Source: an optimization exercise on an open RTL-to-GDS flow (aim: small area). Production flows keep margins and buffers that such runs may drop. Function was checked by simulation only, so behaviour that the tests miss may differ from the original.

$ cat flow/config.mk
export PLATFORM = sky130hd
export DESIGN_NAME = top
export DESIGN_NICKNAME = top
export VERILOG_FILES = /design/flow/design.v
export SDC_FILE = /design/flow/constraint.sdc
export NUM_CORES = 4
export LEC_CHECK = 0
export ABC_AREA = 1
export CAP_MARGIN = 20
export CORE_MARGIN = 2
export CORE_UTILIZATION = 75
export SLEW_MARGIN = 20
export SYNTH_HIERARCHICAL = 1
export SYNTH_MINIMUM_KEEP_SIZE = 0
$ cat flow/constraint.sdc
create_clock -name core_clock -period 8.0 [get_ports {clk}]
set_input_delay 1.6000 -clock core_clock [delete_from_list [all_inputs] [get_ports {clk}]]
set_output_delay 1.6000 -clock core_clock [all_outputs]
set_load 0.01 [all_outputs]
$ cat flow/design.v
`timescale 1ns / 1ps
module top(
    input         clk,
    input         rst,
    input  [26:0] freq_config,
    input  [26:0] phas_config,
    output reg [13:0] S
    );
    reg [26:0] T;
    reg        tc;
    wire [26:0] a = T & {27{~rst}};
    wire        am = tc & ~rst;
    wire s0, c1;
    hadd us0 (.a(a[0]), .b(freq_config[0]), .s(s0), .co(c1));
    wire s2, c3;
    fadd us2 (.a(a[1]), .b(freq_config[1]), .c(c1), .s(s2), .co(c3));
    wire s4, c5;
    fadd us4 (.a(a[2]), .b(freq_config[2]), .c(c3), .s(s4), .co(c5));
    wire s6, c7;
    fadd us6 (.a(a[3]), .b(freq_config[3]), .c(c5), .s(s6), .co(c7));
    wire s8, c9;
    fadd us8 (.a(a[4]), .b(freq_config[4]), .c(c7), .s(s8), .co(c9));
    wire s10, c11;
    fadd us10 (.a(a[5]), .b(freq_config[5]), .c(c9), .s(s10), .co(c11));
    wire s12, c13;
    fadd us12 (.a(a[6]), .b(freq_config[6]), .c(c11), .s(s12), .co(c13));
    wire s14, c15;
    fadd us14 (.a(a[7]), .b(freq_config[7]), .c(c13), .s(s14), .co(c15));
    wire s16, c17;
    fadd us16 (.a(a[8]), .b(freq_config[8]), .c(c15), .s(s16), .co(c17));
    wire s18, c19;
    fadd us18 (.a(a[9]), .b(freq_config[9]), .c(c17), .s(s18), .co(c19));
    wire s20, c21;
    fadd us20 (.a(a[10]), .b(freq_config[10]), .c(c19), .s(s20), .co(c21));
    wire s22, c23;
    fadd us22 (.a(a[11]), .b(freq_config[11]), .c(c21), .s(s22), .co(c23));
    wire s24, c25;
    fadd us24 (.a(a[12]), .b(freq_config[12]), .c(c23), .s(s24), .co(c25));
    wire s26, c27;
    fadd us26 (.a(a[13]), .b(freq_config[13]), .c(c25), .s(s26), .co(c27));
    wire s28, c29;
    fadd us28 (.a(a[14]), .b(freq_config[14]), .c(am), .s(s28), .co(c29));
    wire s30, c31;
    fadd us30 (.a(a[15]), .b(freq_config[15]), .c(c29), .s(s30), .co(c31));
    wire s32, c33;
    fadd us32 (.a(a[16]), .b(freq_config[16]), .c(c31), .s(s32), .co(c33));
    wire s34, c35;
    fadd us34 (.a(a[17]), .b(freq_config[17]), .c(c33), .s(s34), .co(c35));
    wire s36, c37;
    fadd us36 (.a(a[18]), .b(freq_config[18]), .c(c35), .s(s36), .co(c37));
    wire s38, c39;
    fadd us38 (.a(a[19]), .b(freq_config[19]), .c(c37), .s(s38), .co(c39));
    wire s40, c41;
    fadd us40 (.a(a[20]), .b(freq_config[20]), .c(c39), .s(s40), .co(c41));
    wire s42, c43;
    fadd us42 (.a(a[21]), .b(freq_config[21]), .c(c41), .s(s42), .co(c43));
    wire s44, c45;
    fadd us44 (.a(a[22]), .b(freq_config[22]), .c(c43), .s(s44), .co(c45));
    wire s46, c47;
    fadd us46 (.a(a[23]), .b(freq_config[23]), .c(c45), .s(s46), .co(c47));
    wire s48, c49;
    fadd us48 (.a(a[24]), .b(freq_config[24]), .c(c47), .s(s48), .co(c49));
    wire s50, c51;
    fadd us50 (.a(a[25]), .b(freq_config[25]), .c(c49), .s(s50), .co(c51));
    wire s52 = a[26] ^ freq_config[26] ^ c51;
    always @(posedge clk) begin
        T  <= {s52, s50, s48, s46, s44, s42, s40, s38, s36, s34, s32, s30, s28, s26, s24, s22, s20, s18, s16, s14, s12, s10, s8, s6, s4, s2, s0};
        tc <= c27;
    end
    wire s53, c54;
    hadd us53 (.a(a[14]), .b(am), .s(s53), .co(c54));
    wire s55, c56;
    hadd us55 (.a(a[15]), .b(c54), .s(s55), .co(c56));
    wire s57, c58;
    hadd us57 (.a(a[16]), .b(c56), .s(s57), .co(c58));
    wire s59, c60;
    hadd us59 (.a(a[17]), .b(c58), .s(s59), .co(c60));
    wire s61, c62;
    hadd us61 (.a(a[18]), .b(c60), .s(s61), .co(c62));
    wire s63, c64;
    fadd us63 (.a(a[19]), .b(phas_config[19]), .c(c62), .s(s63), .co(c64));
    wire s65, c66;
    fadd us65 (.a(a[20]), .b(phas_config[20]), .c(c64), .s(s65), .co(c66));
    wire s67, c68;
    fadd us67 (.a(a[21]), .b(phas_config[21]), .c(c66), .s(s67), .co(c68));
    wire s69, c70;
    fadd us69 (.a(a[22]), .b(phas_config[22]), .c(c68), .s(s69), .co(c70));
    wire s71, c72;
    fadd us71 (.a(a[23]), .b(phas_config[23]), .c(c70), .s(s71), .co(c72));
    wire s73, c74;
    fadd us73 (.a(a[24]), .b(phas_config[24]), .c(c72), .s(s73), .co(c74));
    wire s75, c76;
    fadd us75 (.a(a[25]), .b(phas_config[25]), .c(c74), .s(s75), .co(c76));
    wire s77 = a[26] ^ phas_config[26] ^ c76;
    reg [7:0] z0;
    always @(posedge clk) z0 <= {s77, s75, s73, s71, s69, s67, s65, s63};
    wire c78 = a[0] & phas_config[0];
    wire c79 = (a[1] & phas_config[1]) | (c78 & (a[1] | phas_config[1]));
    wire c80 = (a[2] & phas_config[2]) | (c79 & (a[2] | phas_config[2]));
    wire c81 = (a[3] & phas_config[3]) | (c80 & (a[3] | phas_config[3]));
    wire c82 = (a[4] & phas_config[4]) | (c81 & (a[4] | phas_config[4]));
    wire c83 = (a[5] & phas_config[5]) | (c82 & (a[5] | phas_config[5]));
    wire c84 = (a[6] & phas_config[6]) | (c83 & (a[6] | phas_config[6]));
    wire c85 = (a[7] & phas_config[7]) | (c84 & (a[7] | phas_config[7]));
    wire c86 = (a[8] & phas_config[8]) | (c85 & (a[8] | phas_config[8]));
    wire c87 = (a[9] & phas_config[9]) | (c86 & (a[9] | phas_config[9]));
    wire c88 = (a[10] & phas_config[10]) | (c87 & (a[10] | phas_config[10]));
    wire c89 = (a[11] & phas_config[11]) | (c88 & (a[11] | phas_config[11]));
    wire c90 = (a[12] & phas_config[12]) | (c89 & (a[12] | phas_config[12]));
    wire c91 = (a[13] & phas_config[13]) | (c90 & (a[13] | phas_config[13]));
    wire c92 = (s53 & phas_config[14]) | (c91 & (s53 | phas_config[14]));
    wire c93 = (s55 & phas_config[15]) | (c92 & (s55 | phas_config[15]));
    wire c94 = (s57 & phas_config[16]) | (c93 & (s57 | phas_config[16]));
    wire c95 = (s59 & phas_config[17]) | (c94 & (s59 | phas_config[17]));
    wire c96 = (s61 & phas_config[18]) | (c95 & (s61 | phas_config[18]));
    reg k0;
    always @(posedge clk) k0 <= c96;
    wire k97 = k0;
    wire s98, c99;
    hadd us98 (.a(z0[0]), .b(k97), .s(s98), .co(c99));
    wire s100, c101;
    hadd us100 (.a(z0[1]), .b(c99), .s(s100), .co(c101));
    wire s102, c103;
    hadd us102 (.a(z0[2]), .b(c101), .s(s102), .co(c103));
    wire s104, c105;
    hadd us104 (.a(z0[3]), .b(c103), .s(s104), .co(c105));
    wire s106, c107;
    hadd us106 (.a(z0[4]), .b(c105), .s(s106), .co(c107));
    wire s108, c109;
    hadd us108 (.a(z0[5]), .b(c107), .s(s108), .co(c109));
    wire s110, c111;
    hadd us110 (.a(z0[6]), .b(c109), .s(s110), .co(c111));
    wire s112 = z0[7] ^ c111;
    reg [7:0] ph1, ph2, ph3;
    reg [5:0] u4;
    reg       ss4, sc4;
    always @(posedge clk) begin
        ph1 <= {s112, s110, s108, s106, s104, s102, s100, s98};
        ph2 <= ph1;
        ph3 <= ph2;
        u4  <= ph3[5:0] ^ {6{ph3[6]}};
        ss4 <= ph3[7];
        sc4 <= ph3[7] ^ ph3[6];
    end
    reg        rd;
    reg [13:0] ci;
    reg [13:1] cqh;
    wire [13:0] cq = {cqh, ci[0]};
    wire s113 = ~ci[0];
    wire s114 = ~(ci[1] ^ ci[0]);
    wire c115 = ci[1] | ci[0];
    wire s116, c117;
    hadd us116 (.a(ci[2]), .b(c115), .s(s116), .co(c117));
    wire s118 = ~(ci[3] ^ c117);
    wire c119 = ci[3] | c117;
    wire s120, c121;
    hadd us120 (.a(ci[4]), .b(c119), .s(s120), .co(c121));
    wire s122, c123;
    hadd us122 (.a(ci[5]), .b(c121), .s(s122), .co(c123));
    wire s124, c125;
    hadd us124 (.a(ci[6]), .b(c123), .s(s124), .co(c125));
    wire s126, c127;
    hadd us126 (.a(ci[7]), .b(c125), .s(s126), .co(c127));
    wire s128, c129;
    hadd us128 (.a(ci[8]), .b(c127), .s(s128), .co(c129));
    wire s130, c131;
    hadd us130 (.a(ci[9]), .b(c129), .s(s130), .co(c131));
    wire s132, c133;
    hadd us132 (.a(ci[10]), .b(c131), .s(s132), .co(c133));
    wire s134, c135;
    hadd us134 (.a(ci[11]), .b(c133), .s(s134), .co(c135));
    wire s136, c137;
    hadd us136 (.a(ci[12]), .b(c135), .s(s136), .co(c137));
    wire s138, c139;
    hadd us138 (.a(ci[13]), .b(c137), .s(s138), .co(c139));
    wire s140 = ~cq[0];
    wire s141, c142;
    hadd us141 (.a(cq[1]), .b(cq[0]), .s(s141), .co(c142));
    wire s143 = ~(cq[2] ^ c142);
    wire c144 = cq[2] | c142;
    wire s145 = ~(cq[3] ^ c144);
    wire c146 = cq[3] | c144;
    wire s147, c148;
    hadd us147 (.a(cq[4]), .b(c146), .s(s147), .co(c148));
    wire s149, c150;
    hadd us149 (.a(cq[5]), .b(c148), .s(s149), .co(c150));
    wire s151, c152;
    hadd us151 (.a(cq[6]), .b(c150), .s(s151), .co(c152));
    wire s153, c154;
    hadd us153 (.a(cq[7]), .b(c152), .s(s153), .co(c154));
    wire s155, c156;
    hadd us155 (.a(cq[8]), .b(c154), .s(s155), .co(c156));
    wire s157, c158;
    hadd us157 (.a(cq[9]), .b(c156), .s(s157), .co(c158));
    wire s159, c160;
    hadd us159 (.a(cq[10]), .b(c158), .s(s159), .co(c160));
    wire s161, c162;
    hadd us161 (.a(cq[11]), .b(c160), .s(s161), .co(c162));
    wire s163, c164;
    hadd us163 (.a(cq[12]), .b(c162), .s(s163), .co(c164));
    wire s165, c166;
    hadd us165 (.a(cq[13]), .b(c164), .s(s165), .co(c166));
    always @(posedge clk) begin
        rd <= rst;
        ci <= {s138, s136, s134, s132, s130, s128, s126, s124, s122, s120, s118, s116, s114, s113} & {14{~rd}};
        cqh <= {s165, s163, s161, s159, s157, s155, s153, s151, s149, s147, s145, s143, s141} & {13{~rd}};
    end
    wire [3:0] qs_one, qs_two, qs_neg, qc_one, qc_two, qc_neg;
    tlut ut(.u(u4), .qs_one(qs_one), .qs_two(qs_two), .qs_neg(qs_neg), .qc_one(qc_one), .qc_two(qc_two), .qc_neg(qc_neg));
    wire g167 = qc_neg[0] ^ sc4;
    wire p168 = ((qc_one[0] & ci[0])) ^ g167;
    wire p169 = ((qc_one[0] & ci[1]) | (qc_two[0] & ci[0])) ^ g167;
    wire p170 = ((qc_one[0] & ci[2]) | (qc_two[0] & ci[1])) ^ g167;
    wire p171 = ((qc_one[0] & ci[3]) | (qc_two[0] & ci[2])) ^ g167;
    wire p172 = ((qc_one[0] & ci[4]) | (qc_two[0] & ci[3])) ^ g167;
    wire p173 = ((qc_one[0] & ci[5]) | (qc_two[0] & ci[4])) ^ g167;
    wire p174 = ((qc_one[0] & ci[6]) | (qc_two[0] & ci[5])) ^ g167;
    wire p175 = ((qc_one[0] & ci[7]) | (qc_two[0] & ci[6])) ^ g167;
    wire p176 = ((qc_one[0] & ci[8]) | (qc_two[0] & ci[7])) ^ g167;
    wire p177 = ((qc_one[0] & ci[9]) | (qc_two[0] & ci[8])) ^ g167;
    wire p178 = ((qc_one[0] & ci[10]) | (qc_two[0] & ci[9])) ^ g167;
    wire p179 = ((qc_one[0] & ci[11]) | (qc_two[0] & ci[10])) ^ g167;
    wire p180 = ((qc_one[0] & ci[12]) | (qc_two[0] & ci[11])) ^ g167;
    wire p181 = ((qc_one[0] & ci[13]) | (qc_two[0] & ci[12])) ^ g167;
    wire p182 = ((qc_two[0] & ci[13])) ^ g167;
    wire g183 = ~g167;
    wire g184 = qc_neg[1] ^ sc4;
    wire p185 = ((qc_one[1] & ci[0])) ^ g184;
    wire p186 = ((qc_one[1] & ci[1]) | (qc_two[1] & ci[0])) ^ g184;
    wire p187 = ((qc_one[1] & ci[2]) | (qc_two[1] & ci[1])) ^ g184;
    wire p188 = ((qc_one[1] & ci[3]) | (qc_two[1] & ci[2])) ^ g184;
    wire p189 = ((qc_one[1] & ci[4]) | (qc_two[1] & ci[3])) ^ g184;
    wire p190 = ((qc_one[1] & ci[5]) | (qc_two[1] & ci[4])) ^ g184;
    wire p191 = ((qc_one[1] & ci[6]) | (qc_two[1] & ci[5])) ^ g184;
    wire p192 = ((qc_one[1] & ci[7]) | (qc_two[1] & ci[6])) ^ g184;
    wire p193 = ((qc_one[1] & ci[8]) | (qc_two[1] & ci[7])) ^ g184;
    wire p194 = ((qc_one[1] & ci[9]) | (qc_two[1] & ci[8])) ^ g184;
    wire p195 = ((qc_one[1] & ci[10]) | (qc_two[1] & ci[9])) ^ g184;
    wire p196 = ((qc_one[1] & ci[11]) | (qc_two[1] & ci[10])) ^ g184;
    wire p197 = ((qc_one[1] & ci[12]) | (qc_two[1] & ci[11])) ^ g184;
    wire p198 = ((qc_one[1] & ci[13]) | (qc_two[1] & ci[12])) ^ g184;
    wire p199 = ((qc_two[1] & ci[13])) ^ g184;
    wire g200 = ~g184;
    wire g201 = qc_neg[2] ^ sc4;
    wire p202 = ((qc_one[2] & ci[0])) ^ g201;
    wire p203 = ((qc_one[2] & ci[1]) | (qc_two[2] & ci[0])) ^ g201;
    wire p204 = ((qc_one[2] & ci[2]) | (qc_two[2] & ci[1])) ^ g201;
    wire p205 = ((qc_one[2] & ci[3]) | (qc_two[2] & ci[2])) ^ g201;
    wire p206 = ((qc_one[2] & ci[4]) | (qc_two[2] & ci[3])) ^ g201;
    wire p207 = ((qc_one[2] & ci[5]) | (qc_two[2] & ci[4])) ^ g201;
    wire p208 = ((qc_one[2] & ci[6]) | (qc_two[2] & ci[5])) ^ g201;
    wire p209 = ((qc_one[2] & ci[7]) | (qc_two[2] & ci[6])) ^ g201;
    wire p210 = ((qc_one[2] & ci[8]) | (qc_two[2] & ci[7])) ^ g201;
    wire p211 = ((qc_one[2] & ci[9]) | (qc_two[2] & ci[8])) ^ g201;
    wire p212 = ((qc_one[2] & ci[10]) | (qc_two[2] & ci[9])) ^ g201;
    wire p213 = ((qc_one[2] & ci[11]) | (qc_two[2] & ci[10])) ^ g201;
    wire p214 = ((qc_one[2] & ci[12]) | (qc_two[2] & ci[11])) ^ g201;
    wire p215 = ((qc_one[2] & ci[13]) | (qc_two[2] & ci[12])) ^ g201;
    wire p216 = ((qc_two[2] & ci[13])) ^ g201;
    wire g217 = ~g201;
    wire g218 = qc_neg[3] ^ sc4;
    wire p219 = ((qc_one[3] & ci[0])) ^ g218;
    wire p220 = ((qc_one[3] & ci[1]) | (qc_two[3] & ci[0])) ^ g218;
    wire p221 = ((qc_one[3] & ci[2]) | (qc_two[3] & ci[1])) ^ g218;
    wire p222 = ((qc_one[3] & ci[3]) | (qc_two[3] & ci[2])) ^ g218;
    wire p223 = ((qc_one[3] & ci[4]) | (qc_two[3] & ci[3])) ^ g218;
    wire p224 = ((qc_one[3] & ci[5]) | (qc_two[3] & ci[4])) ^ g218;
    wire p225 = ((qc_one[3] & ci[6]) | (qc_two[3] & ci[5])) ^ g218;
    wire p226 = ((qc_one[3] & ci[7]) | (qc_two[3] & ci[6])) ^ g218;
    wire p227 = ((qc_one[3] & ci[8]) | (qc_two[3] & ci[7])) ^ g218;
    wire p228 = ((qc_one[3] & ci[9]) | (qc_two[3] & ci[8])) ^ g218;
    wire p229 = ((qc_one[3] & ci[10]) | (qc_two[3] & ci[9])) ^ g218;
    wire p230 = ((qc_one[3] & ci[11]) | (qc_two[3] & ci[10])) ^ g218;
    wire p231 = ((qc_one[3] & ci[12]) | (qc_two[3] & ci[11])) ^ g218;
    wire p232 = ((qc_one[3] & ci[13]) | (qc_two[3] & ci[12])) ^ g218;
    wire p233 = ((qc_two[3] & ci[13])) ^ g218;
    wire g234 = ~g218;
    wire g235 = qs_neg[0] ^ ss4;
    wire p236 = ((qs_one[0] & cq[0])) ^ g235;
    wire p237 = ((qs_one[0] & cq[1]) | (qs_two[0] & cq[0])) ^ g235;
    wire p238 = ((qs_one[0] & cq[2]) | (qs_two[0] & cq[1])) ^ g235;
    wire p239 = ((qs_one[0] & cq[3]) | (qs_two[0] & cq[2])) ^ g235;
    wire p240 = ((qs_one[0] & cq[4]) | (qs_two[0] & cq[3])) ^ g235;
    wire p241 = ((qs_one[0] & cq[5]) | (qs_two[0] & cq[4])) ^ g235;
    wire p242 = ((qs_one[0] & cq[6]) | (qs_two[0] & cq[5])) ^ g235;
    wire p243 = ((qs_one[0] & cq[7]) | (qs_two[0] & cq[6])) ^ g235;
    wire p244 = ((qs_one[0] & cq[8]) | (qs_two[0] & cq[7])) ^ g235;
    wire p245 = ((qs_one[0] & cq[9]) | (qs_two[0] & cq[8])) ^ g235;
    wire p246 = ((qs_one[0] & cq[10]) | (qs_two[0] & cq[9])) ^ g235;
    wire p247 = ((qs_one[0] & cq[11]) | (qs_two[0] & cq[10])) ^ g235;
    wire p248 = ((qs_one[0] & cq[12]) | (qs_two[0] & cq[11])) ^ g235;
    wire p249 = ((qs_one[0] & cq[13]) | (qs_two[0] & cq[12])) ^ g235;
    wire p250 = ((qs_two[0] & cq[13])) ^ g235;
    wire g251 = ~g235;
    wire g252 = qs_neg[1] ^ ss4;
    wire p253 = ((qs_one[1] & cq[0])) ^ g252;
    wire p254 = ((qs_one[1] & cq[1]) | (qs_two[1] & cq[0])) ^ g252;
    wire p255 = ((qs_one[1] & cq[2]) | (qs_two[1] & cq[1])) ^ g252;
    wire p256 = ((qs_one[1] & cq[3]) | (qs_two[1] & cq[2])) ^ g252;
    wire p257 = ((qs_one[1] & cq[4]) | (qs_two[1] & cq[3])) ^ g252;
    wire p258 = ((qs_one[1] & cq[5]) | (qs_two[1] & cq[4])) ^ g252;
    wire p259 = ((qs_one[1] & cq[6]) | (qs_two[1] & cq[5])) ^ g252;
    wire p260 = ((qs_one[1] & cq[7]) | (qs_two[1] & cq[6])) ^ g252;
    wire p261 = ((qs_one[1] & cq[8]) | (qs_two[1] & cq[7])) ^ g252;
    wire p262 = ((qs_one[1] & cq[9]) | (qs_two[1] & cq[8])) ^ g252;
    wire p263 = ((qs_one[1] & cq[10]) | (qs_two[1] & cq[9])) ^ g252;
    wire p264 = ((qs_one[1] & cq[11]) | (qs_two[1] & cq[10])) ^ g252;
    wire p265 = ((qs_one[1] & cq[12]) | (qs_two[1] & cq[11])) ^ g252;
    wire p266 = ((qs_one[1] & cq[13]) | (qs_two[1] & cq[12])) ^ g252;
    wire p267 = ((qs_two[1] & cq[13])) ^ g252;
    wire g268 = ~g252;
    wire g269 = qs_neg[2] ^ ss4;
    wire p270 = ((qs_one[2] & cq[0])) ^ g269;
    wire p271 = ((qs_one[2] & cq[1]) | (qs_two[2] & cq[0])) ^ g269;
    wire p272 = ((qs_one[2] & cq[2]) | (qs_two[2] & cq[1])) ^ g269;
    wire p273 = ((qs_one[2] & cq[3]) | (qs_two[2] & cq[2])) ^ g269;
    wire p274 = ((qs_one[2] & cq[4]) | (qs_two[2] & cq[3])) ^ g269;
    wire p275 = ((qs_one[2] & cq[5]) | (qs_two[2] & cq[4])) ^ g269;
    wire p276 = ((qs_one[2] & cq[6]) | (qs_two[2] & cq[5])) ^ g269;
    wire p277 = ((qs_one[2] & cq[7]) | (qs_two[2] & cq[6])) ^ g269;
    wire p278 = ((qs_one[2] & cq[8]) | (qs_two[2] & cq[7])) ^ g269;
    wire p279 = ((qs_one[2] & cq[9]) | (qs_two[2] & cq[8])) ^ g269;
    wire p280 = ((qs_one[2] & cq[10]) | (qs_two[2] & cq[9])) ^ g269;
    wire p281 = ((qs_one[2] & cq[11]) | (qs_two[2] & cq[10])) ^ g269;
    wire p282 = ((qs_one[2] & cq[12]) | (qs_two[2] & cq[11])) ^ g269;
    wire p283 = ((qs_one[2] & cq[13]) | (qs_two[2] & cq[12])) ^ g269;
    wire p284 = ((qs_two[2] & cq[13])) ^ g269;
    wire g285 = ~g269;
    wire g286 = qs_neg[3] ^ ss4;
    wire p287 = ((qs_one[3] & cq[0])) ^ g286;
    wire p288 = ((qs_one[3] & cq[1]) | (qs_two[3] & cq[0])) ^ g286;
    wire p289 = ((qs_one[3] & cq[2]) | (qs_two[3] & cq[1])) ^ g286;
    wire p290 = ((qs_one[3] & cq[3]) | (qs_two[3] & cq[2])) ^ g286;
    wire p291 = ((qs_one[3] & cq[4]) | (qs_two[3] & cq[3])) ^ g286;
    wire p292 = ((qs_one[3] & cq[5]) | (qs_two[3] & cq[4])) ^ g286;
    wire p293 = ((qs_one[3] & cq[6]) | (qs_two[3] & cq[5])) ^ g286;
    wire p294 = ((qs_one[3] & cq[7]) | (qs_two[3] & cq[6])) ^ g286;
    wire p295 = ((qs_one[3] & cq[8]) | (qs_two[3] & cq[7])) ^ g286;
    wire p296 = ((qs_one[3] & cq[9]) | (qs_two[3] & cq[8])) ^ g286;
    wire p297 = ((qs_one[3] & cq[10]) | (qs_two[3] & cq[9])) ^ g286;
    wire p298 = ((qs_one[3] & cq[11]) | (qs_two[3] & cq[10])) ^ g286;
    wire p299 = ((qs_one[3] & cq[12]) | (qs_two[3] & cq[11])) ^ g286;
    wire p300 = ((qs_one[3] & cq[13]) | (qs_two[3] & cq[12])) ^ g286;
    wire p301 = ((qs_two[3] & cq[13])) ^ g286;
    wire g302 = ~g286;
    wire s303, c304;
    hadd us303 (.a(g184), .b(p170), .s(s303), .co(c304));
    wire s305, c306;
    hadd us305 (.a(p171), .b(p186), .s(s305), .co(c306));
    wire s307, c308;
    fadd us307 (.a(g201), .b(p172), .c(p187), .s(s307), .co(c308));
    wire s309, c310;
    hadd us309 (.a(p202), .b(c306), .s(s309), .co(c310));
    wire s311, c312;
    fadd us311 (.a(p173), .b(p188), .c(p203), .s(s311), .co(c312));
    wire s313, c314;
    hadd us313 (.a(c308), .b(s311), .s(s313), .co(c314));
    wire s315, c316;
    fadd us315 (.a(g218), .b(p174), .c(p189), .s(s315), .co(c316));
    wire s317, c318;
    fadd us317 (.a(p204), .b(p219), .c(c312), .s(s317), .co(c318));
    wire s319, c320;
    hadd us319 (.a(s315), .b(c314), .s(s319), .co(c320));
    wire s321, c322;
    fadd us321 (.a(p175), .b(p190), .c(p205), .s(s321), .co(c322));
    wire s323, c324;
    fadd us323 (.a(p220), .b(c316), .c(s321), .s(s323), .co(c324));
    wire s325, c326;
    hadd us325 (.a(c318), .b(s323), .s(s325), .co(c326));
    wire s327, c328;
    fadd us327 (.a(p176), .b(p191), .c(p206), .s(s327), .co(c328));
    wire s329, c330;
    fadd us329 (.a(p221), .b(c322), .c(s327), .s(s329), .co(c330));
    wire s331, c332;
    hadd us331 (.a(c324), .b(s329), .s(s331), .co(c332));
    wire lg333 = g167 & p168;
    wire lg334 = p169 & 1'b0;
    wire lg335 = p185 & s303;
    wire lg336 = c304 & s305;
    wire lg337 = s307 & s309;
    wire lg338 = c310 & s313;
    wire lg339 = s317 & s319;
    wire lg340 = c320 & s325;
    wire lg341 = c326 & s331;
    wire lt342 = g167 | p168;
    wire lt343 = p169 | 1'b0;
    wire lt344 = p185 | s303;
    wire lt345 = c304 | s305;
    wire lt346 = s307 | s309;
    wire lt347 = c310 | s313;
    wire lt348 = s317 | s319;
    wire lt349 = c320 | s325;
    wire lt350 = c326 | s331;
    wire lg351 = lg334 | (lt343 & lg333);
    wire lt352 = lt343 & lt342;
    wire lg353 = lg336 | (lt345 & lg335);
    wire lt354 = lt345 & lt344;
    wire lg355 = lg338 | (lt347 & lg337);
    wire lt356 = lt347 & lt346;
    wire lg357 = lg340 | (lt349 & lg339);
    wire lt358 = lt349 & lt348;
    wire lg359 = lg353 | (lt354 & lg351);
    wire lt360 = lt354 & lt352;
    wire lg361 = lg357 | (lt358 & lg355);
    wire lt362 = lt358 & lt356;
    wire lg363 = lg361 | (lt362 & lg359);
    wire lt364 = lt362 & lt360;
    wire lg365 = lg341 | (lt350 & lg363);
    wire lt366 = lt350 & lt364;
    wire s367, c368;
    hadd us367 (.a(g252), .b(p238), .s(s367), .co(c368));
    wire s369, c370;
    hadd us369 (.a(p239), .b(p254), .s(s369), .co(c370));
    wire s371, c372;
    fadd us371 (.a(g269), .b(p240), .c(p255), .s(s371), .co(c372));
    wire s373, c374;
    hadd us373 (.a(p270), .b(c370), .s(s373), .co(c374));
    wire s375, c376;
    fadd us375 (.a(p241), .b(p256), .c(p271), .s(s375), .co(c376));
    wire s377, c378;
    hadd us377 (.a(c372), .b(s375), .s(s377), .co(c378));
    wire s379, c380;
    fadd us379 (.a(g286), .b(p242), .c(p257), .s(s379), .co(c380));
    wire s381, c382;
    fadd us381 (.a(p272), .b(p287), .c(c376), .s(s381), .co(c382));
    wire s383, c384;
    hadd us383 (.a(s379), .b(c378), .s(s383), .co(c384));
    wire s385, c386;
    fadd us385 (.a(p243), .b(p258), .c(p273), .s(s385), .co(c386));
    wire s387, c388;
    fadd us387 (.a(p288), .b(c380), .c(s385), .s(s387), .co(c388));
    wire s389, c390;
    hadd us389 (.a(c382), .b(s387), .s(s389), .co(c390));
    wire s391, c392;
    fadd us391 (.a(p244), .b(p259), .c(p274), .s(s391), .co(c392));
    wire s393, c394;
    fadd us393 (.a(p289), .b(c386), .c(s391), .s(s393), .co(c394));
    wire s395, c396;
    hadd us395 (.a(c388), .b(s393), .s(s395), .co(c396));
    wire lg397 = g235 & p236;
    wire lg398 = p237 & 1'b0;
    wire lg399 = p253 & s367;
    wire lg400 = c368 & s369;
    wire lg401 = s371 & s373;
    wire lg402 = c374 & s377;
    wire lg403 = s381 & s383;
    wire lg404 = c384 & s389;
    wire lg405 = c390 & s395;
    wire lt406 = g235 | p236;
    wire lt407 = p237 | 1'b0;
    wire lt408 = p253 | s367;
    wire lt409 = c368 | s369;
    wire lt410 = s371 | s373;
    wire lt411 = c374 | s377;
    wire lt412 = s381 | s383;
    wire lt413 = c384 | s389;
    wire lt414 = c390 | s395;
    wire lg415 = lg398 | (lt407 & lg397);
    wire lt416 = lt407 & lt406;
    wire lg417 = lg400 | (lt409 & lg399);
    wire lt418 = lt409 & lt408;
    wire lg419 = lg402 | (lt411 & lg401);
    wire lt420 = lt411 & lt410;
    wire lg421 = lg404 | (lt413 & lg403);
    wire lt422 = lt413 & lt412;
    wire lg423 = lg417 | (lt418 & lg415);
    wire lt424 = lt418 & lt416;
    wire lg425 = lg421 | (lt422 & lg419);
    wire lt426 = lt422 & lt420;
    wire lg427 = lg425 | (lt426 & lg423);
    wire lt428 = lt426 & lt424;
    wire lg429 = lg405 | (lt414 & lg427);
    wire lt430 = lt414 & lt428;
    wire s431, c432;
    fadd us431 (.a(p177), .b(p192), .c(p207), .s(s431), .co(c432));
    wire s433, c434;
    fadd us433 (.a(p222), .b(p245), .c(p260), .s(s433), .co(c434));
    wire s435, c436;
    fadd us435 (.a(p275), .b(p290), .c(c328), .s(s435), .co(c436));
    wire s437, c438;
    fadd us437 (.a(c392), .b(s431), .c(s433), .s(s437), .co(c438));
    wire s439, c440;
    fadd us439 (.a(c330), .b(c394), .c(s435), .s(s439), .co(c440));
    wire s441, c442;
    fadd us441 (.a(s437), .b(c332), .c(c396), .s(s441), .co(c442));
    wire s443, c444;
    hadd us443 (.a(s439), .b(s441), .s(s443), .co(c444));
    wire s445, c446;
    fadd us445 (.a(p178), .b(p193), .c(p208), .s(s445), .co(c446));
    wire s447, c448;
    fadd us447 (.a(p223), .b(p246), .c(p261), .s(s447), .co(c448));
    wire s449, c450;
    fadd us449 (.a(p276), .b(p291), .c(c432), .s(s449), .co(c450));
    wire s451, c452;
    fadd us451 (.a(c434), .b(s445), .c(s447), .s(s451), .co(c452));
    wire s453, c454;
    fadd us453 (.a(c436), .b(c438), .c(s449), .s(s453), .co(c454));
    wire s455, c456;
    fadd us455 (.a(s451), .b(c440), .c(s453), .s(s455), .co(c456));
    wire s457, c458;
    hadd us457 (.a(c442), .b(s455), .s(s457), .co(c458));
    wire s459, c460;
    fadd us459 (.a(p179), .b(p194), .c(p209), .s(s459), .co(c460));
    wire s461, c462;
    fadd us461 (.a(p224), .b(p247), .c(p262), .s(s461), .co(c462));
    wire s463, c464;
    fadd us463 (.a(p277), .b(p292), .c(c446), .s(s463), .co(c464));
    wire s465, c466;
    fadd us465 (.a(c448), .b(s459), .c(s461), .s(s465), .co(c466));
    wire s467, c468;
    fadd us467 (.a(c450), .b(c452), .c(s463), .s(s467), .co(c468));
    wire s469, c470;
    fadd us469 (.a(s465), .b(c454), .c(s467), .s(s469), .co(c470));
    wire s471, c472;
    hadd us471 (.a(c456), .b(s469), .s(s471), .co(c472));
    wire s473, c474;
    fadd us473 (.a(p180), .b(p195), .c(p210), .s(s473), .co(c474));
    wire s475, c476;
    fadd us475 (.a(p225), .b(p248), .c(p263), .s(s475), .co(c476));
    wire s477, c478;
    fadd us477 (.a(p278), .b(p293), .c(c460), .s(s477), .co(c478));
    wire s479, c480;
    fadd us479 (.a(c462), .b(s473), .c(s475), .s(s479), .co(c480));
    wire s481, c482;
    fadd us481 (.a(c464), .b(c466), .c(s477), .s(s481), .co(c482));
    wire s483, c484;
    fadd us483 (.a(s479), .b(c468), .c(s481), .s(s483), .co(c484));
    wire s485, c486;
    hadd us485 (.a(c470), .b(s483), .s(s485), .co(c486));
    wire s487, c488;
    fadd us487 (.a(p181), .b(p196), .c(p211), .s(s487), .co(c488));
    wire s489, c490;
    fadd us489 (.a(p226), .b(p249), .c(p264), .s(s489), .co(c490));
    wire s491, c492;
    fadd us491 (.a(p279), .b(p294), .c(c474), .s(s491), .co(c492));
    wire s493, c494;
    fadd us493 (.a(c476), .b(s487), .c(s489), .s(s493), .co(c494));
    wire s495, c496;
    fadd us495 (.a(c478), .b(c480), .c(s491), .s(s495), .co(c496));
    wire s497, c498;
    fadd us497 (.a(s493), .b(c482), .c(s495), .s(s497), .co(c498));
    wire s499, c500;
    hadd us499 (.a(c484), .b(s497), .s(s499), .co(c500));
    wire s501, c502;
    fadd us501 (.a(p182), .b(p197), .c(p212), .s(s501), .co(c502));
    wire s503, c504;
    fadd us503 (.a(p227), .b(p250), .c(p265), .s(s503), .co(c504));
    wire s505, c506;
    fadd us505 (.a(p280), .b(p295), .c(c488), .s(s505), .co(c506));
    wire s507, c508;
    fadd us507 (.a(c490), .b(s501), .c(s503), .s(s507), .co(c508));
    wire s509, c510;
    fadd us509 (.a(c492), .b(c494), .c(s505), .s(s509), .co(c510));
    wire s511, c512;
    fadd us511 (.a(s507), .b(c496), .c(s509), .s(s511), .co(c512));
    wire s513, c514;
    hadd us513 (.a(c498), .b(s511), .s(s513), .co(c514));
    wire s515, c516;
    fadd us515 (.a(g183), .b(g251), .c(p198), .s(s515), .co(c516));
    wire s517, c518;
    fadd us517 (.a(p213), .b(p228), .c(p266), .s(s517), .co(c518));
    wire s519, c520;
    fadd us519 (.a(p281), .b(p296), .c(c502), .s(s519), .co(c520));
    wire s521, c522;
    fadd us521 (.a(c504), .b(s515), .c(s517), .s(s521), .co(c522));
    wire s523, c524;
    fadd us523 (.a(c506), .b(c508), .c(s519), .s(s523), .co(c524));
    wire s525, c526;
    fadd us525 (.a(s521), .b(c510), .c(s523), .s(s525), .co(c526));
    wire s527, c528;
    hadd us527 (.a(c512), .b(s525), .s(s527), .co(c528));
    wire v529 = ~p199;
    wire s530, c531;
    fadd us530 (.a(p214), .b(p229), .c(p267), .s(s530), .co(c531));
    wire s532, c533;
    fadd us532 (.a(p282), .b(p297), .c(v529), .s(s532), .co(c533));
    wire s534, c535;
    fadd us534 (.a(c516), .b(c518), .c(s530), .s(s534), .co(c535));
    wire s536, c537;
    fadd us536 (.a(s532), .b(c520), .c(c522), .s(s536), .co(c537));
    wire s538, c539;
    fadd us538 (.a(s534), .b(c524), .c(s536), .s(s538), .co(c539));
    wire s540, c541;
    hadd us540 (.a(c526), .b(s538), .s(s540), .co(c541));
    wire v542 = ~g200;
    wire s543, c544;
    fadd us543 (.a(g268), .b(v542), .c(p199), .s(s543), .co(c544));
    wire s545, c546;
    fadd us545 (.a(p215), .b(p230), .c(p283), .s(s545), .co(c546));
    wire s547, c548;
    fadd us547 (.a(p298), .b(c531), .c(c533), .s(s547), .co(c548));
    wire s549, c550;
    fadd us549 (.a(s543), .b(s545), .c(c535), .s(s549), .co(c550));
    wire s551, c552;
    fadd us551 (.a(s547), .b(c537), .c(s549), .s(s551), .co(c552));
    wire s553, c554;
    hadd us553 (.a(c539), .b(s551), .s(s553), .co(c554));
    wire s555, c556;
    fadd us555 (.a(g200), .b(p216), .c(p231), .s(s555), .co(c556));
    wire s557, c558;
    fadd us557 (.a(p284), .b(p299), .c(c544), .s(s557), .co(c558));
    wire s559, c560;
    fadd us559 (.a(c546), .b(s555), .c(c548), .s(s559), .co(c560));
    wire s561, c562;
    fadd us561 (.a(s557), .b(c550), .c(s559), .s(s561), .co(c562));
    wire s563, c564;
    hadd us563 (.a(c552), .b(s561), .s(s563), .co(c564));
    wire v565 = ~g217;
    wire s566, c567;
    fadd us566 (.a(g285), .b(v565), .c(p232), .s(s566), .co(c567));
    wire s568, c569;
    fadd us568 (.a(p300), .b(c556), .c(s566), .s(s568), .co(c569));
    wire s570, c571;
    fadd us570 (.a(c558), .b(s568), .c(c560), .s(s570), .co(c571));
    wire s572, c573;
    hadd us572 (.a(c562), .b(s570), .s(s572), .co(c573));
    wire s574, c575;
    fadd us574 (.a(g217), .b(p233), .c(p301), .s(s574), .co(c575));
    wire s576, c577;
    fadd us576 (.a(c567), .b(s574), .c(c569), .s(s576), .co(c577));
    wire s578, c579;
    hadd us578 (.a(s576), .b(c571), .s(s578), .co(c579));
    wire v580 = ~g234;
    wire s581, c582;
    fadd us581 (.a(g302), .b(v580), .c(c575), .s(s581), .co(c582));
    wire s583, c584;
    hadd us583 (.a(s581), .b(c577), .s(s583), .co(c584));
    wire s585, c586;
    hadd us585 (.a(g234), .b(c582), .s(s585), .co(c586));
    wire [14:0] r1 = {s585, s583, s578, s572, c554, c541, c528, c514, c500, c486, c472, c458, c444, s443, 1'b1};
    wire [14:0] r2 = {c584, c579, c573, c564, s563, s553, s540, s527, s513, s499, s485, s471, s457, lg365, lg429};
    wire [14:0] rs;
    assign rs[0] = 1'b0;
    wire s587, c588;
    fadd us587 (.a(r1[1]), .b(r2[1]), .c(r2[0]), .s(s587), .co(c588));
    assign rs[1] = s587;
    wire s589, c590;
    fadd us589 (.a(r1[2]), .b(r2[2]), .c(c588), .s(s589), .co(c590));
    assign rs[2] = s589;
    wire [11:0] sg591 = {1'b0, r1[12:3], 1'b1} + {1'b0, r2[12:3], c590};
    assign rs[12:3] = sg591[10:1];
    wire s592, c593;
    fadd us592 (.a(r1[13]), .b(r2[13]), .c(sg591[11]), .s(s592), .co(c593));
    assign rs[13] = s592;
    wire s594 = r1[14] ^ r2[14] ^ c593;
    assign rs[14] = s594;
    always @(posedge clk) S <= rs[14:1];
endmodule
module fadd(input a, input b, input c, output s, output co);
    assign s  = a ^ b ^ c;
    assign co = (a & b) | (c & (a ^ b));
endmodule
module hadd(input a, input b, output s, output co);
    assign s  = a ^ b;
    assign co = a & b;
endmodule
module cmaj(input a, input b, input c, output co);
    assign co = (a & b) | (c & (a | b));
endmodule
module tlut(input [5:0] u, output [3:0] qs_one, output [3:0] qs_two, output [3:0] qs_neg,
            output [3:0] qc_one, output [3:0] qc_two, output [3:0] qc_neg);
    assign qs_one[0] = 64'hf32ad8ff8cd2aaaa >> u;
    assign qs_one[1] = 64'h03e0e23364d25a5a >> u;
    assign qs_one[2] = 64'h0004fe00fc03c1f8 >> u;
    assign qs_one[3] = 64'h0000017fffffc000 >> u;
    assign qs_two[0] = 64'h0c11250052091111 >> u;
    assign qs_two[1] = 64'h001f01c0830c2184 >> u;
    assign qs_two[2] = 64'h000001ff00003e00 >> u;
    assign qs_two[3] = 64'hfffffe8000000000 >> u;
    assign qs_neg[0] = 64'hfc236c5508408888 >> u;
    assign qs_neg[1] = 64'h03fb0203041c4218 >> u;
    assign qs_neg[2] = 64'h0004fe800003c000 >> u;
    assign qs_neg[3] = 64'h0000000000000000 >> u;
    assign qc_one[0] = 64'h55554b31ff1b54cf >> u;
    assign qc_one[1] = 64'h525a4b26cc4307c0 >> u;
    assign qc_one[2] = 64'h1f83c03f00ff0000 >> u;
    assign qc_one[3] = 64'h0003ffffff000000 >> u;
    assign qc_two[0] = 64'h8888904a00a48830 >> u;
    assign qc_two[1] = 64'h218430c10380f800 >> u;
    assign qc_two[2] = 64'h007c0000ff000000 >> u;
    assign qc_two[3] = 64'h0000000000ffffff >> u;
    assign qc_neg[0] = 64'h19110210aa32c43f >> u;
    assign qc_neg[1] = 64'h10423820c0c0ffc0 >> u;
    assign qc_neg[2] = 64'h0003c00000ff0000 >> u;
    assign qc_neg[3] = 64'h0000000000000000 >> u;
endmodule
$ cat flow/flow/run.sh
#!/bin/bash
# The standard layout (the standard.sh), with two changes:
#  - the port buffers are the smallest buffer, sky130_fd_sc_hd__buf_1;
#  - clock tree synthesis inserts no dummy loads.
set -euo pipefail
bash standard.sh \
  'BUFFER_PORTS_ARGS=-buffer_cell sky130_fd_sc_hd__buf_1' \
  'CTS_ARGS=-sink_clustering_enable -repair_clock_nets -dont_use_dummy_load' \
  finish > standard_flow.log 2>&1
$ cat flow/standard.sh
#!/bin/bash
# synth_recipe.tcl (not shown) runs the flow's synth.tcl, then flattens the netlist and writes it again
# the make line also repeats each setting of config.mk as NAME=value (left out here)
make -C /OpenROAD-flow-scripts/flow DESIGN_CONFIG=/design/flow/config.mk WORK_HOME=/design/flow/orfs CLKGATE_MAP_FILE= SYNTH_SCRIPT=/design/flow/synth_recipe.tcl "${@:-finish}"
==> reports/results.tsv, run 1 <==
metric	value	unit
# DRC	0	
die area	0.0144	mm^2
root buffer cell	clkbuf_16	
RSZ-0062 raised after global routing	no	
first-pass GRT wire length	40600	um
Setup Skew	0.0212	ns
CP endpoint kind	flop	
Synth warnings	7	
CP Class	flop to flop	
slowest stage cell, crit path	fa_1	
fillers	843	
CP bufs+invs	5	
clock buffer depth	2	
startpoint types	flop	
WHS Path Cells	0	
Die H	120	um
post_cts resized	0	
cell taking the most area after synthesis	fa_1	
Post-CTS Hold Buffers	0	
vias in the first global route	8453	
routed vias/inst	5.98	
P&R area growth vs syn	6.20	%
die width	120	um
WP data required	8.23	ns
final hold slack	0.330	ns
mux contribution to synthesized area	0	%
Async S/R FF share, synth	0	%
Crit path depth	31	
Row Count	42	
Post-CTS Setup Inserts	0	
share of cells above drive strength 1	4.49	%
worst r2r src	u4[1]	
effective utilization at floorplan	76.4	%
Synth Area in XOR/XNOR	12.1	%
largest cells by area after synthesis	fa_1 (23%), dfxtp_1 (22%), xor2_1 (11%)	
H-Tree Depth	3	
drt pass-1 iters	6	
min-delay src	ph2[7]	
initial drt markers	855	
Fmax	0.133	GHz
gr ovfl total	0	
status	complete, no violations	
min cycle time layout	7.51	ns
Hold Crit Endpoint	ph3[7]	
Worst-path clk slew	0.06	ns
Crit path largest cell delay	0.58	ns
antenna-violating nets left	0	
Slew Limit Headroom	58.3	%
Seq/Total Area, Yosys	22.1	%
I/O pins	70	
worst reg-to-reg path cell count	31	
R2R setup slack	0.49	ns
initial antenna violation count	0	
Post-Synth Adder-Cell Area	33.0	%
PortBufs	69	
Max Transition Viols Final	0	
setup violators final	0	
n_diodes	0	
Slew @ Worst Pin	0.626	ns
cell with the most instances after synthesis	nand2_1	
post-synthesis compound-gate area fraction	10.8	%
Fin Setup TNS	0	ns
top cells by count, synth	nand2_1 (180), inv_1 (145), xor2_1 (129)	
Mapped Cells	1173	
via count	8373	
Wirelength per Cell	17.7	um
GR Util All Layers	36.3	%
Mapped Area	0.0101	mm^2
CTS Buf Count	9	
TritonCTS clock tree	yes	
mean area per synthesized cell	8.59	um^2
delay-heaviest family, CP	adder cells	
largest net degree at the start of global routing	28	
worst skew pair latency	0.36	ns
Core ar.	0.0132	mm^2
HP Class	flop to flop	
top cell type's share of synthesized area	22.7	%
Tcrit/Tclk final	93.8	%
FF+latch count, synth	111	
fin nets	1480	
simple-gate portion of the synthesized area	13.6	%
Synth Flop Type	dfxtp_1	
final hold violations	0	
Worst Path Arrival	7.74	ns
routability cong.	1.02	
clk sinks	111	
reg-to-reg critical path endpoint	S[13]	
crit-path max FO	12	
count of different cell masters after synthesis	34	
DRT Wirelength	24800	um
main combinational cell family by area after synthesis	adder cells	
Critical Path Most Common Cell	fa_1	
Post-synth EDFFs	0	
hpwl dp	18700	um
maxcap violations	0	
cells in the final DEF (no fill, tap or decap), types with 5 or more instances in the layout:
master	netlist	layout
nand2_1	180	180
inv_1	145	145
xor2_1	129	129
fa_1	114	114
dfxtp_1	111	110
o22ai_1	106	106
ha_1	83	83
nor2_1	78	78
buf_1	1	69
nand3_1	47	47
a21oi_1	35	35
buf_4	4	20
o21ai_0	18	18
or2_2	15	15
clkinv_1	11	11
xnor2_1	10	10
clkbuf_16	0	9
o21ai_1	7	7
o211ai_1	6	6
inv_2	5	5
nor3_1	5	5
through the flow:
stage	cells	instance area, um^2	utilization [%]	setup slack (ns)
finish	1401	10700	81.1	0.494
global route	1401	10700	81.1	0.120
CTS	1401	10700	81.1	0.603
detailed placement	1392	10500	79.4	0.610
global placement	1392	10500	79.4	0.704
floorplan	1174	10100	-	0.766
cells by family (layout without fill, tap and decap cells):
logic type | count (synthesis) | count (layout)
other | 1 | 2
and+or+nand+nor | 333 | 333
adders and majority gates | 197 | 197
DFF | 111 | 111
buffers and inverters | 209 | 260
xor gates and xnor gates | 139 | 139
AOI/OAI and AO/OA | 183 | 183
layer usage:
metal / up-vias / wire (um) / GRT usage (%)
li1: 3872 / - / -
met1: 3951 / 9830 / 46.4
met2: 455 / 11700 / 59.0
met3: 95 / 2120 / 7.89
met4: 0 / 1180 / 17.4
met5: - / 0 / 0
sequential cells by signal, summed over array words and instances, names as in the netlist:
register  cells
S            14
T            27
ci           14
cqh          13
k0            1
ph1           8
ph2           8
ph3           8
rd            1
sc4           1
ss4           1
tc            1
u4            6
z0            8
layout make-up:
cell class	count	area (um^2)	area share [%]
inverters	162	611	5.71
multi-input cells	854	7010	65.5
clock buffers	9	225	2.11
repair buffers	89	409	3.83
well taps	176	220	2.06
flip-flops and latches	111	2220	20.8
modules after synthesis, one instance, submodules excluded:
module,cell area (um^2),copies in the design,flip-flops and latches
top,5860,1,111
tlut,1160,1,0
fadd,20.0,113,0
hadd,12.5,63,0
worst max-delay path by stage:
stage / endpoint / startpoint / slack [ns]
6_report: S[13] / u4[1] / 0.49
2_1_floorplan: T[13] / rst / 0.77
4_1_cts: S[13] / u4[1] / 0.60
5_1_grt: S[13] / u4[0] / 0.12
3_3_place_gp: T[26] / rst / 0.70
3_5_place_dp: T[26] / rst / 0.61
==> run 2: changes to the inputs <==
--- a/flow/config.mk
+++ b/flow/config.mk
@@ -8,7 +8,7 @@
 export ABC_AREA = 1
 export CAP_MARGIN = 20
 export CORE_MARGIN = 2
-export CORE_UTILIZATION = 75
+export CORE_UTILIZATION = 60
 export SLEW_MARGIN = 20
 export SYNTH_HIERARCHICAL = 1
 export SYNTH_MINIMUM_KEEP_SIZE = 0
==> reports/results.tsv, run 2 <==
metric	value	unit	change
mean area per synthesized cell	8.59	um^2	unchanged
WP data required	8.23	ns	about the same
initial antenna violation count	0		unchanged
initial drt markers	734		-14%
Largest register FFs	27		unchanged
Die H	134	um	+11%
Synth warnings	7		unchanged
Top reg by flops	T		
vias in the first global route	7572		-10%
Core ar.	0.0165	mm^2	+25%
Fmax	0.136	GHz	+2.0%
fillers	1454		+72%
GR Util All Layers	26.4	%	-9.9 points
slowest stage cell, crit path	fa_1		
setup violators final	0		unchanged
Worst Path Arrival	7.59	ns	-0.15 ns
die width	134	um	+11%
grt met1 use	38.3	%	-8.0 points
antenna-violating nets left	0		unchanged
Largest regs	T: 27 flops, S: 14 flops, ci: 14 flops		
cell with the most instances after synthesis	nand2_1		
commonest non-fill, non-tap cells in the layout	nand2_1 (180), inv_1 (145), xor2_1 (129), fa_1 (114), dfxtp_1 (110)		
CP Class	flop to flop		
count of different cell masters after synthesis	34		unchanged
Seq/Total Area, Yosys	22.1	%	unchanged
Post-CTS Setup Inserts	0		unchanged
Setup Skew	0.0298	ns	+0.00856 ns
clock buffer depth	2		unchanged
maxcap violations	0		unchanged
RSZ-0062 raised after global routing	no		
Seq. cell area	0.00222	mm^2	unchanged
Post-CTS Hold Buffers	0		unchanged
drt pass-1 iters	6		unchanged
Mapped Cells	1173		unchanged
global routing usage on met2	41.2	%	-18 points
routed vias/inst	5.51		-7.7%
H-Tree Depth	3		unchanged
Mapped Area	0.0101	mm^2	unchanged
final hold violations	0		unchanged
Worst-path clk slew	0.07	ns	about the same
multi-input combinational cell area	0.00701	mm^2	unchanged
Setup crit start	u4[3]		
met3 GRT Util	3.77	%	-4.1 points
Async S/R FF share, synth	0	%	unchanged
post_cts resized	0		unchanged
min cycle time layout	7.36	ns	-0.148 ns
CP endpoint kind	flop		
hpwl dp	17900	um	-4.7%
TritonCTS clock tree	yes		
Slew Limit Headroom	52.7	%	-5.6 points
clk sinks	111		unchanged
FF+latch count, synth	111		unchanged
worst r2r src	u4[3]		
CTS Buf Count	9		unchanged
largest cells by area after synthesis	fa_1 (23%), dfxtp_1 (22%), xor2_1 (11%)		
die area	0.0178	mm^2	+24%
routability cong.	0.963		-5.3%
share of cells above drive strength 1	4.57	%	+0.078 points
top cell type's share of synthesized area	22.7	%	unchanged
DRT Wirelength	22600	um	-9.0%
Row Count	47		+12%
startpoint types	flop		
status	complete, no violations		
# DRC	0		unchanged
effective utilization at floorplan	61.0	%	-15 points
crit-path max FO	22		+10
n_diodes	0		unchanged
Critical Path Most Common Cell	fa_1		
via count	7973		-4.8%
final hold slack	0.328	ns	-0.00181 ns
P&R area growth vs syn	6.82	%	
Synth Flop Type	dfxtp_1		
Max Transition Viols Final	0		unchanged
commonest non-fill, non-tap cell in the layout	nand2_1		
Tcrit/Tclk final	92.0	%	-1.8 points
Fin Setup TNS	0	ns	unchanged
min-delay src	ph2[3]		
PortBufs	69		unchanged
Post-synth EDFFs	0		unchanged
first-pass GRT wire length	37400	um	-8.0%
HP Class	flop to flop		
root buffer cell	clkbuf_16		
cell taking the most area after synthesis	fa_1		
fin nets	1481		+0.068%
gr ovfl total	0		unchanged
largest net degree at the start of global routing	28		unchanged
Slew @ Worst Pin	0.709	ns	+0.0831 ns
Most Used Layer, Global Route	met2		
worst skew pair latency	0.37	ns	about the same
Wirelength per Cell	15.6	um	-12%
top cells by count, synth	nand2_1 (180), inv_1 (145), xor2_1 (129)		
I/O pins	70		unchanged
Crit path largest cell delay	0.58	ns	about the same
[run 2: final cells by class]
| class | count | area share, % |
|---|---|---|
| inverter | 162 | 5.68 |
| sequential | 111 | 20.7 |
| timing repair buffer | 90 | 3.87 |
| multi-input combinational | 854 | 65.1 |
| clock buffer | 9 | 2.09 |
| tap | 220 | 2.56 |
[run 2: worst paths after layout]
| check | slack, ns | depth (start not counted) | end |
|---|---|---|---|
| worst max register to register | 0.64 | 29 | S[13] |
| worst max-delay path | 0.64 | 29 | S[13] |
| worst min register to register | 0.33 | 0 | ph3[3] |
| worst min-delay path | 0.33 | 0 | ph3[3] |
[run 2: routing by layer]
metal	share of wire, %	wire, um
met1	46	10300
met2	45	10200
met5	0	0
met4	2.0	443
met3	7.4	1660
[run 2: logic make-up (layout without fill, tap and decap cells)]
| logic type | after synthesis | in the layout | synth area share [%] |
|---|---|---|---|
| buffers and inverters | 209 | 261 | 8.40 |
| other | 1 | 2 | 0.0372 |
| AOI/OAI and AO/OA | 183 | 183 | 10.8 |
| DFF | 111 | 111 | 22.1 |
| xor gates and xnor gates | 139 | 139 | 12.1 |
| and+or+nand+nor | 333 | 333 | 13.6 |
| adders and majority gates | 197 | 197 | 33.0 |
[run 2: per-module statistics from Yosys (local to each module, per instance)]
module,flops+latches,cells inside
top,111,746
fadd,0,1
tlut,0,251
hadd,0,1
[run 2: critical path: cells and delay by family (launching register included)]
kind / cells / cell delay, ns
flip-flops: 1 / 0.31
AO/OA/AOI/OAI: 8 / 1.45
buffers and inverters: 4 / 0.98
adder cells (fa/ha/maj): 8 / 3.14
XOR/XNOR: 2 / 0.42
AND/OR/NAND/NOR: 7 / 0.91
[run 2: through the flow]
step / std cells / util (%) / worst slack, ns / cell area (um^2)
after floorplan: 1174 / - / 0.766 / 10100
after global placement: 1437 / 63.7 / 0.721 / 10500
after detailed placement: 1437 / 63.7 / 0.688 / 10500
after CTS: 1446 / 65.1 / 0.666 / 10800
after global routing: 1446 / 65.1 / 0.117 / 10800
final: 1446 / 65.1 / 0.642 / 10800
==> run 3: changes to the inputs <==
--- a/flow/flow/run.sh
+++ b/flow/flow/run.sh
@@ -6,4 +6,5 @@
 bash standard.sh \
   'BUFFER_PORTS_ARGS=-buffer_cell sky130_fd_sc_hd__buf_1' \
   'CTS_ARGS=-sink_clustering_enable -repair_clock_nets -dont_use_dummy_load' \
+  REMOVE_ABC_BUFFERS=1 \
   finish > standard_flow.log 2>&1
--- a/flow/config.mk
+++ b/flow/config.mk
@@ -9,6 +9,7 @@
 export CAP_MARGIN = 20
 export CORE_MARGIN = 2
 export CORE_UTILIZATION = 60
+export GPL_TIMING_DRIVEN = 0
 export SLEW_MARGIN = 20
 export SYNTH_HIERARCHICAL = 1
 export SYNTH_MINIMUM_KEEP_SIZE = 0
==> reports/results.tsv, run 3 <==
metric	value	unit	change
root buffer cell	clkbuf_16		
effective utilization at floorplan	61.0	%	unchanged
CP Class	flop to flop		
P&R area growth vs syn	6.65	%	
DRT Wirelength	22600	um	about the same
drt pass-1 iters	5		-1
clk sinks	111		unchanged
setup violators final	0		unchanged
Final WS setup	0.400	ns	-0.242 ns
HP Class	flop to flop		
Synth Flop Type	dfxtp_1		
Async S/R FF share, synth	0	%	unchanged
# DRC	0		unchanged
Core ar.	0.0165	mm^2	unchanged
delay-heaviest family, CP	adder cells		
largest net degree at the start of global routing	32		+14%
min-delay src	ph1[0]		
cell with the most instances after synthesis	nand2_1		
pre-CTS setup slack	-0.388	ns	-1.08 ns
die area	0.0178	mm^2	unchanged
mean area per synthesized cell	8.59	um^2	unchanged
TritonCTS clock tree	yes		
Mapped Area	0.0101	mm^2	unchanged
die width	134	um	unchanged
Worst Path Arrival	7.85	ns	+0.26 ns
clock buffer depth	2		unchanged
CP endpoint kind	flop		
Worst-path clk slew	0.09	ns	+0.02 ns
Die H	134	um	unchanged
via count	7927		-0.58%
fillers	1492		+2.6%
final hold slack	0.317	ns	-0.0113 ns
top cell type's share of synthesized area	22.7	%	unchanged
top cells by count, synth	nand2_1 (180), inv_1 (145), xor2_1 (129)		
Setup crit start	u4[3]		
initial drt markers	562		-23%
fin nets	1475		-0.41%
n_diodes	0		unchanged
routed vias/inst	5.50		-0.16%
cell taking the most area after synthesis	fa_1		
first-pass GRT wire length	38200	um	+2.1%
H-Tree Depth	3		unchanged
crit-path max FO	21		-4.5%
FF+latch count, synth	111		unchanged
worst r2r src	u4[3]		
Max Transition Viols Final	0		unchanged
count of different cell masters after synthesis	34		unchanged
Slew Limit Headroom	49.6	%	-3.1 points
slowest stage cell, crit path	dfxtp_2		
Post-CTS Hold Buffers	0		unchanged
hpwl dp	17300	um	-2.9%
Placed Cells incl. Taps	1416		-1.5%
vias in the first global route	7626		+0.71%
I/O pins	70		unchanged
Slew @ Worst Pin	0.751	ns	+0.0421 ns
CTS Buf Count	9		unchanged
initial antenna violation count	0		unchanged
Wirelength per Cell	15.7	um	+0.37%
PortBufs	69		unchanged
Mapped Cells	1173		unchanged
commonest non-fill, non-tap cell in the layout	nand2_1		
Synth warnings	7		unchanged
share of cells above drive strength 1	5.25	%	+0.68 points
Critical Path Most Common Cell	fa_1		
WP data required	8.25	ns	+0.02 ns
Layout Cells excl Fill	1440		-0.41%
Crit path largest cell delay	0.63	ns	+0.05 ns
Tcrit/Tclk final	95.0	%	+3.0 points
Fmax	0.132	GHz	-3.2%
min cycle time layout	7.60	ns	+0.242 ns
routability cong.	0.908		-5.8%
Largest register FFs	27		unchanged
Seq/Total Area, Yosys	22.1	%	unchanged
final hold violations	0		unchanged
Setup Skew	0.0237	ns	-0.00608 ns
maxcap violations	0		unchanged
status	complete, no violations		
antenna-violating nets left	0		unchanged
Row Count	47		unchanged
worst skew pair latency	0.37	ns	about the same
Fin Setup TNS	0	ns	unchanged
GR Util All Layers	27.0	%	+0.53 points
CP bufs+invs	6		+2
startpoint types	flop		
Largest regs	T: 27 flops, S: 14 flops, ci: 14 flops		
Post-synth EDFFs	0		unchanged
Top reg by flops	T		
largest cells by area after synthesis	fa_1 (23%), dfxtp_1 (22%), xor2_1 (11%)		
gr ovfl total	0		unchanged
commonest non-fill, non-tap cells in the layout	nand2_1 (180), inv_1 (141), xor2_1 (129), fa_1 (114)		
-- run 3: layout make-up --
type	instances	area [um^2]	area share, %
multi-input combinational	854	7010	65.3
sequential	111	2230	20.7
inverter	162	634	5.91
timing repair buffer	82	358	3.33
tap	220	275	2.56
clock buffer	9	225	2.10
timing repair inverter	2	10.0	0.0932
-- run 3: what timing repair did --
action                                  4_1_cts  5_1_grt
resized for setup                             6       10
endpoints found under the setup margin        3        3
buffers inserted                              0       13
pin swaps                                     0        0
gates cloned                                  1        1
-- run 3: worst paths after layout --
path	to	slack (ns)	cells after the start
setup / recovery	S[13]	0.40	32
setup reg to reg	S[13]	0.40	32
hold reg to reg	ph2[0]	0.32	0
hold / removal	ph2[0]	0.32	0
-- run 3: metal layers --
metal	global-route usage (%)	wire, um	vias to the layer above
li1	-	-	3872
met1	38.7	10100	3692
met2	42.0	10300	331
met3	3.46	1560	32
met4	10.0	561	0
met5	0	0	-
-- run 3: stage by stage --
step	cell area [um^2]	util (%)
after floorplan	9840	-
after global placement	10400	62.8
after detailed placement	10400	62.8
after CTS	10600	64.2
after global routing	10700	65.0
final	10700	65.0
-- run 3: Yosys stat by module, one instance, submodules excluded --
| module | times used | area [um^2] | cells |
|---|---|---|---|
| hadd | 63 | 12.5 | 1 |
| fadd | 113 | 20.0 | 1 |
| top | 1 | 5860 | 746 |
| tlut | 1 | 1160 | 251 |
-- run 3: kinds of logic after synthesis --
logic type | Yosys count | share of synthesized area (%)
AND/OR/NAND/NOR | 333 | 13.6
buffers and inverters | 209 | 8.40
adder cells (fa/ha/maj) | 197 | 33.0
AO/OA/AOI/OAI | 183 | 10.8
XOR/XNOR | 139 | 12.1
flip-flops | 111 | 22.1
other | 1 | 0.0372
==> run 4: changes to the inputs <==
--- a/flow/flow/run.sh
+++ b/flow/flow/run.sh
@@ -5,6 +5,5 @@
 set -euo pipefail
 bash standard.sh \
   'BUFFER_PORTS_ARGS=-buffer_cell sky130_fd_sc_hd__buf_1' \
-  'CTS_ARGS=-sink_clustering_enable -repair_clock_nets -dont_use_dummy_load' \
-  REMOVE_ABC_BUFFERS=1 \
+  'CTS_ARGS=-sink_clustering_enable -repair_clock_nets -dont_use_dummy_load -sink_clustering_size 25 -sink_clustering_max_diameter 100' \
   finish > standard_flow.log 2>&1
--- a/flow/config.mk
+++ b/flow/config.mk
@@ -9,7 +9,6 @@
 export CAP_MARGIN = 20
 export CORE_MARGIN = 2
 export CORE_UTILIZATION = 60
-export GPL_TIMING_DRIVEN = 0
 export SLEW_MARGIN = 20
 export SYNTH_HIERARCHICAL = 1
 export SYNTH_MINIMUM_KEEP_SIZE = 0
==> reports/results.tsv, run 4 <==
metric	value	unit	change
FF+latch count, synth	111		unchanged
DRT Wirelength	22600	um	about the same
CP endpoint kind	flop		
die width	134	um	unchanged
fin nets	1481		+0.41%
CP Capture Point	S[13]		
share of cells above drive strength 1	4.57	%	-0.68 points
Core ar.	0.0165	mm^2	unchanged
Tcrit/Tclk final	92.0	%	-3.0 points
worst skew pair latency	0.37	ns	about the same
root buffer cell	clkbuf_16		
R2R setup slack	0.64	ns	+0.24 ns
worst r2r src	u4[3]		
startpoint types	flop		
cell with the most instances after synthesis	nand2_1		
Top reg by flops	T		
Mapped Cells	1173		unchanged
n_diodes	0		unchanged
WP data required	8.23	ns	-0.02 ns
Critical Path Most Common Cell	fa_1		
hpwl dp	17900	um	+3.0%
Fmax	0.136	GHz	+3.3%
I/O pins	70		unchanged
die area	0.0178	mm^2	unchanged
HP Class	flop to flop		
Seq/Total Area, Yosys	22.1	%	unchanged
largest cells by area after synthesis	fa_1 (23%), dfxtp_1 (22%), xor2_1 (11%)		
Row Count	47		unchanged
Die H	134	um	unchanged
status	complete, no violations		
Post-CTS Setup Inserts	0		unchanged
mean area per synthesized cell	8.59	um^2	unchanged
clk sinks	111		unchanged
top cell type's share of synthesized area	22.7	%	unchanged
TritonCTS clock tree	yes		
largest net degree at the start of global routing	28		-13%
via count	7973		+0.58%
Worst-path clk slew	0.07	ns	-0.02 ns
Fin Setup TNS	0	ns	unchanged
Mapped Area	0.0101	mm^2	unchanged
worst reg-to-reg path cell count	29		-9.4%
H-Tree Depth	3		unchanged
cell taking the most area after synthesis	fa_1		
maxcap violations	0		unchanged
Slew @ Worst Pin	0.709	ns	-0.0421 ns
CP Class	flop to flop		
# DRC	0		unchanged
GR Util All Layers	26.4	%	-0.53 points
drt pass-1 iters	6		+1
CTS Buf Count	9		unchanged
Max Transition Viols Final	0		unchanged
antenna-violating nets left	0		unchanged
routability cong.	0.963		+6.1%
Slew Limit Headroom	52.7	%	+3.1 points
clock buffer depth	2		unchanged
top cells by count, synth	nand2_1 (180), inv_1 (145), xor2_1 (129)		
commonest non-fill, non-tap cell in the layout	nand2_1		
P&R area growth vs syn	6.82	%	
Setup crit start	u4[3]		
Post-synth EDFFs	0		unchanged
commonest non-fill, non-tap cells in the layout	nand2_1 (180), inv_1 (145), xor2_1 (129), fa_1 (114), dfxtp_1 (110)		
reg-to-reg critical path endpoint	S[13]		
vias in the first global route	7572		-0.71%
Crit path largest cell delay	0.58	ns	-0.05 ns
Largest register FFs	27		unchanged
Synth warnings	7		unchanged
first-pass GRT wire length	37400	um	-2.1%
## run 4: metrics by stage
step	instances	instance area (um^2)	utilization [%]	setup slack, ns
3_5_place_dp	1437	10500	63.7	0.688
2_1_floorplan	1174	10100	-	0.766
6_report	1446	10800	65.1	0.642
5_1_grt	1446	10800	65.1	0.117
3_3_place_gp	1437	10500	63.7	0.721
4_1_cts	1446	10800	65.1	0.666
## run 4: cells by family (layout without fill, tap and decap cells)
kind of cell	Yosys count	after routing	synth area share (%)
DFF	111	111	22.1
adders and majority gates	197	197	33.0
buffers and inverters	209	261	8.40
xor gates and xnor gates	139	139	12.1
AOI/OAI and AO/OA	183	183	10.8
and+or+nand+nor	333	333	13.6
other	1	2	0.0372
## run 4: modules after synthesis (local to each module, per instance)
module | copies in the design | flip-flops and latches | area, um^2
top | 1 | 111 | 5860
tlut | 1 | 0 | 1160
fadd | 113 | 0 | 20.0
hadd | 63 | 0 | 12.5
## run 4: area by class of cell
cell class | instances | area (um^2)
Multi-Input combinational cell | 854 | 7010
Fill cell | 1454 | 5770
Sequential cell | 111 | 2220
Inverter | 162 | 611
Timing Repair Buffer | 90 | 417
Tap cell | 220 | 275
Clock buffer | 9 | 225
## run 4: how the worst min path moves through the flow
stage                 from      to  cells after the start
floorplan           ph1[0]  ph2[0]                      0
global placement    ph1[3]  ph2[3]                      0
detailed placement  ph1[0]  ph2[0]                      0
CTS                 ph2[0]  ph3[0]                      0
global route        ph1[7]  ph2[7]                      0
finish              ph2[3]  ph3[3]                      0
## run 4: critical path: cells and delay by family, from the launching register on
| kind | cells | cell delay [ns] |
|---|---|---|
| AO/OA/AOI/OAI | 8 | 1.45 |
| XOR/XNOR | 2 | 0.42 |
| adder cells (fa/ha/maj) | 8 | 3.14 |
| buffers and inverters | 4 | 0.98 |
| flip-flops | 1 | 0.31 |
| AND/OR/NAND/NOR | 7 | 0.91 |
## run 4: metal layers
| layer | wire length [um] | share of wire [%] | GRT usage [%] | vias up |
|---|---|---|---|---|
| met1 | 10300 | 46 | 38.3 | 3752 |
| met2 | 10200 | 45 | 41.2 | 316 |
| met3 | 1660 | 7.4 | 3.77 | 29 |
| li1 | - | - | - | 3876 |
| met5 | 0 | 0 | 0 | - |
| met4 | 443 | 2.0 | 8.22 | 0 |

[static timing again, ports no longer ideal]
In the flow no input, the clock included, has a driving cell. The finished layouts below were timed again as built, in two steps.
Step 1: set_driving_cell puts a clkbuf_16 on clk and a buf_2 on each other input, an assumption about the parent block.
Step 2 adds t to the input delays and takes it off the output delays; t is the mean of the earliest and latest rising clock arrival at the registers after step 1. Input paths then give back, and output paths get back, about the clock's delay inside the block.
a / b / c = ideal ports / drivers / drivers and shift; a / b = the first two.
run | t (ns) | setup WS [ns] | cell pins on the clock port's net
run 1 | 0.388 | 0.494 / 0.494 / 0.494 | 1
run 2 | 0.399 | 0.642 / 0.642 / 0.642 | 1
run 3 | 0.399 | 0.400 / 0.400 / 0.323 | 1
run 4 | 0.399 | 0.642 / 0.642 / 0.642 | 1
After both steps setup and hold are still met in every run listed. For run 3, which loses most, drivers alone change the setup slack by 0.000 ns; drivers and shift together by -0.077 ns.
